From an optimization exercise on the open Yosys and OpenROAD flow, aimed at small area and a short achievable clock period; shortcuts taken in it are not production practice.
Only simulation tests tie the RTL to the original design; equivalence was not proved.
Power is estimated from default activity; no workload was simulated.

Design dataPath, start of the top module:
module dataPath (
  input  logic [13:0] instruction,
  input  logic        clk,
  input  logic        rst,
  output logic        flag_zero,
  output logic        flag_negative,
  output logic        flag_carry,
  output logic        flag_overflow
);
Size: ~580 flip-flops, ~20 I/O pins.
Settings: LEC_CHECK=0, CAP_MARGIN=5, CORE_MARGIN=2, CORE_UTILIZATION=50, CTS_CLUSTER_DIAMETER=100, CTS_CLUSTER_SIZE=28, SLEW_MARGIN=5, SYNTH_HIERARCHICAL=1, SYNTH_MINIMUM_KEEP_SIZE=0; clock period 28.0 ns.
standard.sh (not shown) runs the stock make flow with config.mk's settings and CLKGATE_MAP_FILE= SYNTH_SCRIPT=/design/flow/synth_recipe.tcl, a recipe that flattens the netlist after the stock synthesis.
==> flow/flow/run.sh <==
#!/bin/bash
# Layout flow: the standard ORFS flow (standard.sh, synthesis unchanged)
# with these changes to how the layout is made:
#  - the port buffers that buffer_ports inserts on every input and output
#    are sky130_fd_sc_hd__buf_2 cells rather than the tool's default pick;
#  - clock tree synthesis uses larger sink clusters and no dummy loads;
#  - before global routing, flow/tighten.tcl runs one more setup repair
#    pass with a larger setup margin.
# Each tool's full output stays in orfs/logs/ (one log per step); make's
# output goes to standard.log in this folder.
set -euo pipefail
here=$(pwd)
export BUFFER_PORTS_ARGS="-buffer_cell sky130_fd_sc_hd__buf_2"
export CTS_ARGS="-sink_clustering_enable -repair_clock_nets -sink_clustering_size 28 -sink_clustering_max_diameter 100 -dont_use_dummy_load"
export PRE_GLOBAL_ROUTE_TCL="$here/flow/tighten.tcl"
bash standard.sh > standard.log 2>&1
==> flow/flow/tighten.tcl <==
# Sourced by ORFS's global_route step (PRE_GLOBAL_ROUTE_TCL) before global
# routing: one more setup repair pass on the placed, clock-tree-synthesized
# design, asking for extra slack on the input-to-output flag paths so the
# resizer sizes their few cells up. The SDC is unchanged.
estimate_parasitics -placement
repair_timing -setup -setup_margin 16.8 -match_cell_footprint -verbose
detailed_placement
check_placement -verbose
estimate_parasitics -placement
report_checks -path_delay max -format end -group_path_count 4
Edit:
--- a/flow/flow/run.sh
+++ b/flow/flow/run.sh
@@ -12,5 +12,5 @@
 here=$(pwd)
 export BUFFER_PORTS_ARGS="-buffer_cell sky130_fd_sc_hd__buf_2"
-export CTS_ARGS="-sink_clustering_enable -repair_clock_nets -sink_clustering_size 28 -sink_clustering_max_diameter 100 -dont_use_dummy_load"
+export CTS_ARGS="-sink_clustering_enable -repair_clock_nets -sink_clustering_size 24 -sink_clustering_max_diameter 80 -dont_use_dummy_load"
 export PRE_GLOBAL_ROUTE_TCL="$here/flow/tighten.tcl"
 bash standard.sh > standard.log 2>&1
- CTS_CLUSTER_DIAMETER: 100 -> 80
- CTS_CLUSTER_SIZE: 28 -> 24
- GPL_TIMING_DRIVEN: not set -> 0
=>
- register-to-register slack loses 0.33 ns
- wire length grows by a few percent
- cell area rises by a few percent
- global-route usage climbs by 1.1 points
- maximum frequency is about the same
- setup slack got worse by 0.0054 ns
- clock skew rose by 0.0074 ns
- clock-buffer cell count increases by 6
- worst hold slack loses 0.0040 ns
- power goes up by a few percent
- die area is unchanged
Edit:
--- a/flow/flow/run.sh
+++ b/flow/flow/run.sh
@@ -12,5 +12,5 @@
 here=$(pwd)
 export BUFFER_PORTS_ARGS="-buffer_cell sky130_fd_sc_hd__buf_2"
-export CTS_ARGS="-sink_clustering_enable -repair_clock_nets -sink_clustering_size 24 -sink_clustering_max_diameter 80 -dont_use_dummy_load"
+export CTS_ARGS="-sink_clustering_enable -repair_clock_nets -sink_clustering_size 36 -sink_clustering_max_diameter 60 -dont_use_dummy_load"
 export PRE_GLOBAL_ROUTE_TCL="$here/flow/tighten.tcl"
 bash standard.sh > standard.log 2>&1
- CTS_CLUSTER_DIAMETER: 80 -> 60
- CTS_CLUSTER_SIZE: 24 -> 36
- GPL_TIMING_DRIVEN: 0 -> not set
Outcome: Die area does not change; setup slack improves by 0.0076 ns; utilization fell by 1.3 points; area after synthesis does not change; sequential power is about the same; total power rose by 1.1%; cell count fell by 0.80%; clock skew rose by 0.010 ns; final area fell by 2.3%.

dataPath, a different RTL version from the one above (not shown whole).
Size: about 580 flip-flops, roughly 20 I/O pins, roughly 27000 um^2 of cells after synthesis.
clock: 28.0 ns
lec_check: 0
cap_margin: 20
core_margin: 2
core_utilization: 50
cts_cluster_diameter: 100
cts_cluster_size: 40
slew_margin: 20
synth_hierarchical: 1
synth_minimum_keep_size: 0
==> flow/flow/run.sh <==
#!/bin/bash
# Layout flow: the standard ORFS flow (standard.sh, synthesis unchanged)
# with two changes to how the layout is made:
#  - the port buffers that buffer_ports inserts on every input and output
#    are sky130_fd_sc_hd__buf_2 cells rather than the tool's default pick;
#  - clock tree synthesis runs without dummy loads.
# Each tool's full output stays in orfs/logs/; make's output goes to
# standard.log in this folder.
set -euo pipefail
export BUFFER_PORTS_ARGS="-buffer_cell sky130_fd_sc_hd__buf_2"
export CTS_ARGS="-sink_clustering_enable -repair_clock_nets -sink_clustering_size 30 -sink_clustering_max_diameter 60 -dont_use_dummy_load"
bash standard.sh > standard.log 2>&1
Then changed:
--- a/flow/flow/run.sh
+++ b/flow/flow/run.sh
@@ -9,4 +9,4 @@
 set -euo pipefail
 export BUFFER_PORTS_ARGS="-buffer_cell sky130_fd_sc_hd__buf_2"
-export CTS_ARGS="-sink_clustering_enable -repair_clock_nets -sink_clustering_size 30 -sink_clustering_max_diameter 60 -dont_use_dummy_load"
+export CTS_ARGS="-sink_clustering_enable -repair_clock_nets -sink_clustering_size 24 -sink_clustering_max_diameter 80 -dont_use_dummy_load"
 bash standard.sh > standard.log 2>&1
The changed run went through all stages and came out clean.
Register-to-register slack barely changes.
Setup slack is better by 4.9 ps.
Sequential power is about the same.
Via count is lower by 0.48%.
Clock-buffer cell count is lower by 13.
Cell area is lower by 1.1%.
Sequential share of layout area is higher by 0.62 points.
Global-route usage stays flat.

## red
RTL: one of the versions met above, not the one the previous note started from.
For scale: roughly 2400 cells after synthesis, ~580 flip-flops.
Settings: LEC_CHECK=0, CAP_MARGIN=5, CORE_MARGIN=2, CORE_UTILIZATION=50, CTS_CLUSTER_DIAMETER=70, CTS_CLUSTER_SIZE=32, SLEW_MARGIN=5, SYNTH_HIERARCHICAL=1, SYNTH_MINIMUM_KEEP_SIZE=0; clock period 28.0 ns.
==> flow/flow/run.sh <==
#!/bin/bash
# Layout flow: the standard ORFS flow (standard.sh, synthesis unchanged)
# with these changes to how the layout is made:
#  - the port buffers that buffer_ports inserts on every input and output
#    are sky130_fd_sc_hd__buf_2 cells rather than the tool's default pick;
#  - clock tree synthesis uses larger sink clusters and no dummy loads;
#  - before global routing, flow/tighten.tcl runs one more setup repair
#    pass with a larger setup margin.
# Each tool's full output stays in orfs/logs/ (one log per step); make's
# output goes to standard.log in this folder.
set -euo pipefail
here=$(pwd)
export BUFFER_PORTS_ARGS="-buffer_cell sky130_fd_sc_hd__buf_2"
export CTS_ARGS="-sink_clustering_enable -repair_clock_nets -sink_clustering_size 32 -sink_clustering_max_diameter 70 -dont_use_dummy_load"
export PRE_GLOBAL_ROUTE_TCL="$here/flow/tighten.tcl"
bash standard.sh > standard.log 2>&1
Scripts as last shown in full above: flow/flow/tighten.tcl
Here is what was changed in the inputs of blue compared with red.
# red
export LEC_CHECK = 0
export CAP_MARGIN = 5
export CORE_MARGIN = 2
export CORE_UTILIZATION = 50
export CTS_CLUSTER_DIAMETER = 70
export CTS_CLUSTER_SIZE = 32
export SLEW_MARGIN = 5
export SYNTH_HIERARCHICAL = 1
export SYNTH_MINIMUM_KEEP_SIZE = 0
create_clock -name core_clock -period 28.0 [get_ports {clk}]
# blue
export LEC_CHECK = 0
export CAP_MARGIN = 5
export CORE_MARGIN = 2
export CORE_UTILIZATION = 50
export CTS_CLUSTER_DIAMETER = 80
export CTS_CLUSTER_SIZE = 24
export SLEW_MARGIN = 5
export SYNTH_HIERARCHICAL = 1
export SYNTH_MINIMUM_KEEP_SIZE = 0
create_clock -name core_clock -period 28.0 [get_ports {clk}]
diff --git a/flow/flow/run.sh b/flow/flow/run.sh
--- a/flow/flow/run.sh
+++ b/flow/flow/run.sh
@@ -13,3 +13,3 @@
 export BUFFER_PORTS_ARGS="-buffer_cell sky130_fd_sc_hd__buf_2"
-export CTS_ARGS="-sink_clustering_enable -repair_clock_nets -sink_clustering_size 32 -sink_clustering_max_diameter 70 -dont_use_dummy_load"
+export CTS_ARGS="-sink_clustering_enable -repair_clock_nets -sink_clustering_size 24 -sink_clustering_max_diameter 80 -dont_use_dummy_load"
 export PRE_GLOBAL_ROUTE_TCL="$here/flow/tighten.tcl"
==> comparison <==
- The higher total internal power of red and blue is in red.
- Wire length: blue vs red, no meaningful difference
- Diff red -> blue: power dissipated by switching net loads flat, met3 usage moved down.
- Diff red..blue | setup slack after layout | negligible
- red and blue ended up with nearly the same portion of the clock cycle consumed by the worst path in the final layout.
- Total power essentially unchanged between blue and red.
- Lower clock-buffer cell count was reported by blue, not red.

== garnet ==
Another version of the RTL of dataPath (not shown whole).
Size: about 580 flip-flops, roughly 20 I/O pins, ~27000 µm² of cells after synthesis.
## dataPath
module dataPath (
  input  logic [13:0] instruction,
  input  logic        clk,
  input  logic        rst,
  output logic        flag_zero,
  output logic        flag_negative,
  output logic        flag_carry,
  output logic        flag_overflow
);
  logic [1:0] op;
  logic [3:0] wa, ra1, ra2;
  assign op  = instruction[13:12];
  assign wa  = instruction[11:8];
  assign ra1 = instruction[7:4];
  assign ra2 = instruction[3:0];
  logic [31:0] R [0:15];
  logic [31:0] a, b;           
  logic [15:0] s1, s2, we;
  always_comb begin
    for (int j = 0; j < 16; j++) begin
      s1[j] = ~rst & (ra1 == 4'(j));
      s2[j] = ~rst & (ra2 == 4'(j));
      we[j] =  rst | (wa  == 4'(j));
    end
  end
  logic [31:0] rd1_n, rd2_n;
  always_comb begin
    rd1_n = '0;
    rd2_n = '0;
    for (int j = 0; j < 16; j++) begin
      rd1_n = rd1_n | ({32{s1[j]}} & R[j]);
      rd2_n = rd2_n | ({32{s2[j]}} & R[j]);
    end
  end
  always_ff @(posedge clk) begin
    a <= rd1_n;
    b <= rd2_n;
  end
  logic [31:0] p, g, o;
  assign p = a ^ b;
  assign g = a & b;
  assign o = a | b;
  logic [32:0] ca_b, cs_b;
  always_comb begin
    ca_b[0] = 1'b0; cs_b[0] = 1'b1;
    for (int i = 0; i < 32; i++) begin
      ca_b[i+1] = p[i] ? ca_b[i] : a[i];
      cs_b[i+1] = p[i] ? a[i] : cs_b[i];
    end
  end
  logic [31:0] sa, ss;
  assign sa = p ^ ca_b[31:0];
  assign ss = ~p ^ cs_b[31:0];
  logic z_add, z_sub, z_and, z_or;
  assign z_add = ~|sa;
  assign z_sub = ~|p;
  assign z_and = ~|g;
  assign z_or  = ~|o;
  logic [3:0] fz, fn;
  logic [1:0] fc, fv;
  assign fz = {z_or, z_and, z_sub, z_add};
  assign fn = {o[31], g[31], ss[31], sa[31]};
  ...
==> flow/config.mk <==
export PLATFORM = sky130hd
export DESIGN_NAME = dataPath
export DESIGN_NICKNAME = dataPath
export VERILOG_FILES = /design/flow/design.v
export SDC_FILE = /design/flow/constraint.sdc
export NUM_CORES = 4
export LEC_CHECK = 0
export CAP_MARGIN = 20
export CORE_MARGIN = 2
export CORE_UTILIZATION = 50
export CTS_CLUSTER_DIAMETER = 100
export CTS_CLUSTER_SIZE = 40
export SLEW_MARGIN = 20
export SYNTH_HIERARCHICAL = 1
export SYNTH_MINIMUM_KEEP_SIZE = 0
==> flow/constraint.sdc <==
create_clock -name core_clock -period 28.0 [get_ports {clk}]
set_input_delay 5.6000 -clock core_clock [delete_from_list [all_inputs] [get_ports {clk}]]
set_output_delay 5.6000 -clock core_clock [all_outputs]
set_load 0.01 [all_outputs]
==> flow/flow/run.sh <==
#!/bin/bash
# Layout flow: the standard ORFS flow (standard.sh, synthesis unchanged)
# with these changes to how the layout is made:
#  - the port buffers that buffer_ports inserts on every input and output
#    are sky130_fd_sc_hd__buf_2 cells rather than the tool's default pick;
#  - clock tree synthesis uses larger sink clusters and no dummy loads;
#  - before global routing, flow/tighten.tcl runs one more setup repair
#    pass with a larger setup margin.
# Each tool's full output stays in orfs/logs/ (one log per step); make's
# output goes to standard.log in this folder.
set -euo pipefail
here=$(pwd)
export BUFFER_PORTS_ARGS="-buffer_cell sky130_fd_sc_hd__buf_2"
export CTS_ARGS="-sink_clustering_enable -repair_clock_nets -sink_clustering_size 24 -sink_clustering_max_diameter 80 -dont_use_dummy_load"
export PRE_GLOBAL_ROUTE_TCL="$here/flow/tighten.tcl"
bash standard.sh > standard.log 2>&1
Scripts as last shown in full above: flow/flow/tighten.tcl
The final layout from garnet, which completed every stage, passed the timing, DRC and antenna checks at the end of the flow.
[inputs] ember vs garnet
Settings: CAP_MARGIN now 5, was 20; CTS_CLUSTER_DIAMETER now 80, was 100; CTS_CLUSTER_SIZE now 24, was 40; SLEW_MARGIN now 5, was 20; CORE_UTILIZATION now 60, was 50.
Per the final summary, ember finished and its layout is clean on timing, DRC and antenna. Taking garnet as the reference, in ember switching power shrank by 1.2%; final worst-path cycle share flat; number of cells in the design after placement went down by 104; total power draw went down about 0.6%. Comparing garnet against ember, there is no change at all in number of setup violations in the final report. Across both runs, fraction of met3 tracks used by global routing was higher for ember than for garnet. Of the two candidates, garnet has the worse post-layout minimum cycle time and ember the better one. When the final numbers for ember and garnet were put side by side, the global routing usage on met2 turned out to be greater in ember. Worst setup slack after placement was lower in garnet than in ember.
The inputs of maple differ from those of ember as listed below.
Settings: CORE_UTILIZATION: 60 -> 50.
## What came out
- Any difference in share of final layout cell area taken by non-clock buffers between maple and ember is small enough to ignore.
- The cell count of maple exceeds that of ember by about 4%.
- Relative to ember, tapcell count increased by 18% in maple.

port drivers added, routing unchanged:
The flow's constraints put no driver on any port. The routed layouts listed below were extracted and timed again, unchanged, in two steps.
Step 1: set_driving_cell puts a clkbuf_16 on clk and a buf_2 on each other input, an assumption about the parent block.
Step 2 adds t to the input delays and takes it off the output delays; t is the mean of the earliest and latest rising clock arrival at the registers after step 1. Input paths then give back, and output paths get back, about the clock's delay inside the block.
a / b / c = no drivers / after step 1 / after step 2; a / b = the first two.
run	t, ns	setup slack, ns	latest minus earliest clock arrival (ns)	slew at the worst register clock pin (ns)	pins driven straight from the clock port
the first run of note 1	0.639	16.248 / 16.182 / 16.182	0.083 / 0.083	0.12 / 0.12	1
the second run of note 1	0.677	16.243 / 16.175 / 16.175	0.092 / 0.092	0.10 / 0.10	1
the third run of note 1	0.631	16.250 / 16.184 / 16.184	0.101 / 0.101	0.10 / 0.10	1
the first run of note 2	0.647	15.961 / 15.935 / 15.935	0.068 / 0.069	0.10 / 0.10	1
the second run of note 2	0.611	15.965 / 15.940 / 15.940	0.045 / 0.045	0.10 / 0.10	1
red	0.681	16.249 / 16.183 / 16.183	0.114 / 0.115	0.11 / 0.11	1
blue	0.665	16.246 / 16.180 / 16.180	0.081 / 0.081	0.10 / 0.10	1
garnet	0.679	16.230 / 16.162 / 16.162	0.071 / 0.071	0.10 / 0.10	1
ember	0.664	16.262 / 16.177 / 16.177	0.092 / 0.093	0.10 / 0.10	1
maple	0.681	16.229 / 16.161 / 16.161	0.075 / 0.076	0.10 / 0.10	1
After both steps setup and hold are still met in every run listed. The setup slack of ember, which loses most, moves by -0.085 ns with the drivers and by -0.085 ns with both steps.
